Context: an optimization exercise on an open-source flow, tuned for small area, a short achievable clock period and few clock cycles. The choices shown serve that exercise and are no tape-out recipe.
Function was checked by simulation only, so behaviour that the tests miss may differ from the original.
No driver is modelled on the clock port, so clocking that relies on it looks cheaper here than on a real chip.
Power and IR drop assume default switching activity.

Setup of run A:
==> flow/design.v (excerpt) <==
module top(
    input clk,
    input rst,
    input [7:0] in_data,
    input in_valid,
    input storage_reset,
    output [11:0] out_data,
    output out_valid,
    output in_rdy,
    output [1:0] err_data,
    output err_valid
);
reg  [7:0]  xq;
reg         vq;
reg         W;          
reg  [24:0] S;
reg  [8:0]  Nb;        
reg  [3:0]  st;         
reg         ov, rdy;
reg  [8:0]  Rd;
reg  [12:0] Rsb;       
reg  [11:0] F;
always @(posedge clk)
    xq <= in_data;
wire [24:0] Sn;
sqacc U1(.s(W ? S : 25'd0), .x(vq ? xq : 8'd0), .sn(Sn));
wire [8:0]  Nbn = (W ? Nb : 9'h1ff) - {8'd0, vq};
wire idle  = (st == 4'd0);
wire rnd   = (st == 4'd13);
wire start = idle & vq & ~in_valid;
wire [3:0] st_next = idle ? {3'd0, start} : (rnd ? 4'd0 : st + 4'd1);
always @(posedge clk or posedge rst) begin
    if (rst) begin
        vq  <= 1'b0;
        W   <= 1'b0;
        st  <= 4'd0;
        ov  <= 1'b0;
        rdy <= 1'b0;
    end else begin
        vq  <= in_valid;
  ...
Size in the first run: about 500 cells after synthesis, about 29 I/O pins, about 4600 um2 of cells after synthesis.
Settings: LEC_CHECK=0, CAP_MARGIN=20, CORE_MARGIN=2, CORE_UTILIZATION=40, SLEW_MARGIN=20; clock period 100.0 ns.
standard.sh (not shown) runs the stock make flow with config.mk's settings and CLKGATE_MAP_FILE= SYNTH_SCRIPT=/design/flow/synth_recipe.tcl, a recipe that flattens the netlist after the stock synthesis.
==> flow/flow/run.sh <==
#!/bin/bash
# The standard layout (the standard.sh) with these changes:
#  1. after the standard synthesis, flow/fa_polarity.py flips full-adder
#     cells (all inputs and outputs complemented, same function) to remove
#     inverters, and flow/remap.tcl re-maps the remaining combinational
#     logic for area with ABC's area mapper (flip-flops and full adders kept).
#     A netlist is used only if Yosys proves it equivalent to the standard
#     netlist (flow/equiv.ys); otherwise the previous one is kept;
#  2. plain buf_1 cells as the port buffers;
#  3. a one-level clock tree built by flow/clock_tree.tcl before CTS
#     (3 clkbuf_16, each driving a third of the flip-flops) instead of
#     TritonCTS's H-tree.
# Each tool's output goes to its own log file in this folder.
set -u
export FLOW_CLK_CELL=sky130_fd_sc_hd__clkbuf_16
RES=orfs/results/sky130hd/top/base
bash standard.sh synth > synth.log 2>&1 || exit 1
cp $RES/1_2_yosys.v 1_2_yosys.std.v
use=1_2_yosys.std.v
proven() {  # proven NETLIST LOG
  cp "$1" gate.v
  yosys -l "$2" -q flow/equiv.ys > /dev/null 2>&1 && grep -q "Equivalence successfully proven" "$2"
}
if python3 flow/fa_polarity.py --free-logic 1_2_yosys.std.v 1_2_yosys.fa.v > fa_polarity.log 2>&1 &&
   proven 1_2_yosys.fa.v equiv_fa.log; then
  use=1_2_yosys.fa.v
  if yosys -l remap.log -q -c flow/remap.tcl > /dev/null 2>&1 &&
     proven 1_2_yosys.remap.v equiv_remap.log; then
    use=1_2_yosys.remap.v
  fi
fi
echo "netlist used: $use" > netlist_used.log
if [ "$use" != 1_2_yosys.std.v ]; then
  cp $use $RES/1_2_yosys.v
  rm -f $RES/1_synth.odb $RES/1_synth.sdc
fi
bash standard.sh BUFFER_PORTS_ARGS="-buffer_cell sky130_fd_sc_hd__buf_1" \
  PRE_CTS_TCL="$PWD/flow/clock_tree.tcl" finish > standard.log 2>&1
Other scripts of this flow, unchanged in this note and not shown: flow/flow/clock_tree.tcl, flow/flow/equiv.ys, flow/flow/fa_polarity.py, flow/flow/remap.tcl
Testbench counts of run A, summed over its fixed seeds: cycles 9,702.
Input changes introduced in run B (baseline for comparison: run A):
- CORE_UTILIZATION now 55, was 40
Notes after the runs:
Comparing run A against run B, there is no change at all in number of max-slew violations in the final report. | horizontal die dimension | run B vs run A | 14% lower |. Compared with run A, in run B first-pass GRT wire length shrank by 2.7%; met3 wirelength from detailed routing shrank by 6.4%; actual slew at the worst max-slew pin grew by 0.032 ns; final count of negative-setup-slack endpoints held steady. Comparing run A against run B, there is no change at all in synthesized cell count. On overall routed net length, run A and run B are basically level. Diff run A -> run B: row count went down; via count did not really move.
Relative to run B, the following input files were edited for run C:
- CORE_UTILIZATION changed from 55 to 40
- SLEW_MARGIN changed from 20 to 0
- CAP_MARGIN changed from 20 to 0
Notes after the runs:
- Compared run B against run C; final total power within noise.
- In the flow results for run B and run C, the worst max-slew margin expressed relative to the limit is larger on run C.
- Run C: core utilization lower than run B
- Overall die area (lower): run B
- Run C gives less worst setup margin than run B did.
- When the final numbers for run B and run C were put side by side, the cell area turned out to be greater in run C.
- Net switching fraction of the power delta (run B -> run C): insignificant
- Going from run B to run C, the tightest hold margin was found to have gone down by 0.0092 ns.

## re-timing with driven ports
The results above use ideal ports. As a check the final layouts listed here were re-extracted and re-timed, cells and wires unchanged. Step 1, drivers: a clkbuf_16 drives clk and a buf_2 each remaining input, both assumed. Step 2 adds t to the input delays and takes it off the output delays; t is the mean of the earliest and latest rising clock arrival at the registers after step 1. Input paths then give back, and output paths get back, about the clock's delay inside the block. Three values: ideal, step 1, step 2; two values: the first two.
run | t (ns) | slack for setup (ns) | clock arrival spread, ns | worst data-port slew with drivers (ns) | pins driven straight from the clock port
run A | 0.230 | 79.196 / 79.132 / 79.363 | 0.009 / 0.009 | 0.03 | 3
run B | 0.226 | 79.202 / 79.140 / 79.366 | 0.006 / 0.006 | 0.04 | 3
run C | 0.230 | 79.196 / 79.132 / 79.363 | 0.009 / 0.009 | 0.03 | 3
After both steps every run listed still meets setup and hold.
